Background: an optimization exercise with open tools, aiming at small area, a short achievable clock period and few clock cycles. Do not read the settings as production practice.
Function was checked by simulation only, so behaviour that the tests miss may differ from the original.
Power and IR drop assume default switching activity.

==> job 1414: inputs <==
// cpu
module cpu(clk,reset,N,V,Z, mem_cmd, mem_addr, read_data, write_data);
Settings: LEC_CHECK=0, ABC_AREA=1, CAP_MARGIN=20, CORE_MARGIN=2, CORE_UTILIZATION=40, CTS_CLUSTER_DIAMETER=100, CTS_CLUSTER_SIZE=24, SETUP_SLACK_MARGIN=5.0, SLEW_MARGIN=20; clock period 7.0 ns.
run.sh (not shown) runs the stock make flow with config.mk's settings and CLKGATE_MAP_FILE= SYNTH_SCRIPT=/design/flow/synth_recipe.tcl, a recipe that flattens the netlist after the stock synthesis.
==> job 235 (differences from job 1414) <==
--- a/flow/design.v
+++ b/flow/design.v
@@ -21,17 +21,16 @@
     assign mem_cmd = cmd;
     assign mem_addr = maddr;
     assign write_data = wdata;
     assign N = fN;
     assign V = fV;
     assign Z = fZ;
     reg [15:0] IR;
     reg        irv;
-    reg [2:0]  bidx;             
     wire [2:0] op = IR[15:13];
     wire [1:0] alu = IR[12:11];
     wire [2:0] rn = IR[10:8];
     wire [2:0] rd = IR[7:5];
     wire [1:0] sh = IR[4:3];
     wire [2:0] rm = IR[2:0];
     wire i_ldr  = ~op[2];
     wire i_str  = op[2] & ~op[1] & ~op[0];
@@ -40,16 +39,17 @@
     wire i_halt = op[2] & op[1] & op[0];
     wire i_movi = i_mov & alu[1];
     wire i_cmp  = i_alu & (alu == 2'b01);
     wire i_add  = i_alu & (alu == 2'b00);
     wire i_and  = i_alu & (alu == 2'b10);
     wire i_mvn  = i_alu & (alu == 2'b11);
     wire i_wr   = i_mov | (i_alu & (alu != 2'b01));
     wire [2:0] dst = i_movi ? rn : rd;
+    wire [2:0] bidx = i_str ? rd : rm;       
     wire use_rn = i_ldr | i_str | (i_alu & (alu != 2'b11));
     wire use_rm = i_alu | (i_mov & ~alu[1]);
     wire use_rd = i_str;
     reg [15:0] A, B;
     reg        xv;
     reg [2:0]  xop;
     wire x_wr   = ~xop[2];
     wire x_cmp  = xop == 3'b100;
@@ -114,20 +114,17 @@
             if (we && widx == j) R[16*j +: 16] <= wd;
     end
     wire accept = fv & (~irv | r_go);
     wire reject = fv & irv & ~r_go;
     wire [7:0] nf = reject ? fpc - {6'b0, isf, ~isf} : fpc;
     wire mem_go = x_fire & (x_ldr | x_str);
     wire stop = halted | (x_fire & x_halt);
     always @(posedge clk) begin
-        if (accept) begin
-            IR <= read_data;
-            bidx <= (read_data[15:13] == 3'b100) ? read_data[7:5] : read_data[2:0];
-        end
+        if (accept) IR <= read_data;
         if (r_go) begin
             A <= A_n;
             B <= B_n;
             xop <= i_add ? 3'b000 : i_mov ? 3'b001 : i_and ? 3'b010 : i_mvn ? 3'b011 :
                    i_cmp ? 3'b100 : i_ldr ? 3'b101 : i_str ? 3'b110 : 3'b111;
             x_dst <= dst;
             x_imm5 <= IR[4:0];
         end
- CTS_CLUSTER_DIAMETER: 100 -> not set
- CTS_CLUSTER_SIZE: 24 -> not set
- SETUP_SLACK_MARGIN: 5.0 -> 3.5
==> job 3814 (differences from job 1414) <==
- CORE_UTILIZATION: 40 -> 65
- PLACE_DENSITY: not set -> 0.85
- SETUP_SLACK_MARGIN: 5.0 -> 4.25
==> job 2849 (differences from job 1414) <==
- CORE_UTILIZATION: 40 -> 50
- CTS_CLUSTER_SIZE: 24 -> 22
- PLACE_DENSITY: not set -> 0.7
- SETUP_SLACK_MARGIN: 5.0 -> 4.35
==> results.py <==
metrics = {
    "run_status": {
        "status": "timing/DRC/antenna clean",
    },
    "power": {
        "swShare": 0.330,
        "pg_seq_mw": 1.78,
    },
    "placed_design": {
        "place_congestion": 0.949,
    },
    "floorplan": {
        "die_h_um": 164,
        "coreArea_um2": 25200,
        "die_w_um": 164,
    },
    "timing": {
        "fin_ws_ns": 4.35,
        "whs_ns": 0.454,
        "clock_skew_ns": 0.0316,
    },
    "layout": {
        "inverters_excl_clock": 176,
    },
    "detailed_routing": {
        "first_pass_iters": 5,
    },
    "critical_path": {
        "cp_slowest_stage_delay_ns": 0.49,
        "r2r_start": "B[4]",
    },
    "synthesis": {
        "synthMuxAreaShare": 0.00263,
    },
    "global_routing": {
        "grt_pass1_wl_um": 57300,
    },
}
(the above is from job 2849)
==> results.py <==
metrics = {
    "timing": {
        "fin_ws_ns": 4.36,
        "clock_skew_ns": 0.0294,
    },
    "run_status": {
        "status": "timing/DRC/antenna clean",
    },
    "layout": {
        "inverters_excl_clock": 176,
    },
    "floorplan": {
        "coreArea_um2": 31600,
    },
    "power": {
        "pg_seq_mw": 1.79,
    },
    "detailed_routing": {
        "first_pass_iters": 6,
    },
    "critical_path": {
        "r2r_start": "A[0]",
    },
    "placed_design": {
        "place_congestion": 0.914,
    },
}
(the above is from job 1414)
==> results.py <==
metrics = {
    "run_status": {
        "status": "timing/DRC/antenna clean",
    },
    "critical_path": {
        "r2r_start": "A[8]",
        "cp_slowest_stage_delay_ns": 0.51,
    },
    "placed_design": {
        "place_congestion": 0.961,
    },
    "global_routing": {
        "grt_pass1_wl_um": 56500,
    },
    "floorplan": {
        "die_h_um": 145,
        "die_w_um": 145,
        "coreArea_um2": 19500,
    },
    "power": {
        "pg_seq_mw": 1.78,
        "swShare": 0.332,
    },
    "synthesis": {
        "synthMuxAreaShare": 0.00263,
    },
    "timing": {
        "fin_ws_ns": 4.25,
        "clock_skew_ns": 0.0358,
        "whs_ns": 0.441,
    },
}
(the above is from job 3814)
==> results.py <==
metrics = {
    "run_status": {
        "status": "timing/DRC/antenna clean",
    },
    "detailed_routing": {
        "vias_per_cell": 5.71,
        "first_pass_iters": 5,
    },
    "timing": {
        "fin_ws_ns": 3.75,
        "clock_skew_ns": 0.0128,
        "min_period_over_period": 0.464,
        "whs_ns": 0.417,
    },
    "critical_path": {
        "cp_slowest_stage_delay_ns": 0.77,
        "r2r_start": "B[0]",
    },
    "global_routing": {
        "overflow": 0,
    },
    "layout": {
        "inverters_excl_clock": 173,
    },
    "power": {
        "pg_seq_mw": 1.77,
        "swShare": 0.305,
    },
    "synthesis": {
        "synth_common_cells": "345 x nand2_1, 190 x edfxtp_1, 157 x inv_1, 105 x nor2_1, 91 x nand3_1",
    },
    "floorplan": {
        "coreArea_um2": 31600,
        "die_w_um": 183,
    },
}
(the above is from job 235)
Testbench counts of job 1414, summed over its fixed seeds: cycles 17,825.
Testbench counts of job 235, summed over its fixed seeds: cycles 17,825.
Testbench counts of job 3814, summed over its fixed seeds: cycles 17,825.
Testbench counts of job 2849, summed over its fixed seeds: cycles 17,825.

-- static timing again, ports no longer ideal --
The flow's constraints put no driver on any port. The routed layouts listed below were extracted and timed again, unchanged, in two steps.
Step 1 assumes that a clkbuf_16 drives the clock port and a buf_2 every other input.
Step 2, shift: input delay + t, output delay - t, t = (earliest + latest rising clock arrival at the registers) / 2. This alone moves slack from input paths to output paths.
Slacks: ideal ports / drivers / drivers and shift; pairs: ideal ports / drivers.
| run | t (ns) | setup slack, ns | worst setup path at the end |
|---|---|---|---|
| job 1414 | 0.551 | 4.363 / 4.363 / 4.363 | register to register |
| job 235 | 0.589 | 3.749 / 3.749 / 3.749 | register to register |
| job 3814 | 0.532 | 4.254 / 4.254 / 3.914 | input to register |
| job 2849 | 0.542 | 4.353 / 4.353 / 4.115 | input to register |
After both steps setup and hold are still met in every run listed. For job 3814, which loses most, drivers alone change the setup slack by 0.000 ns; drivers and shift together by -0.340 ns.
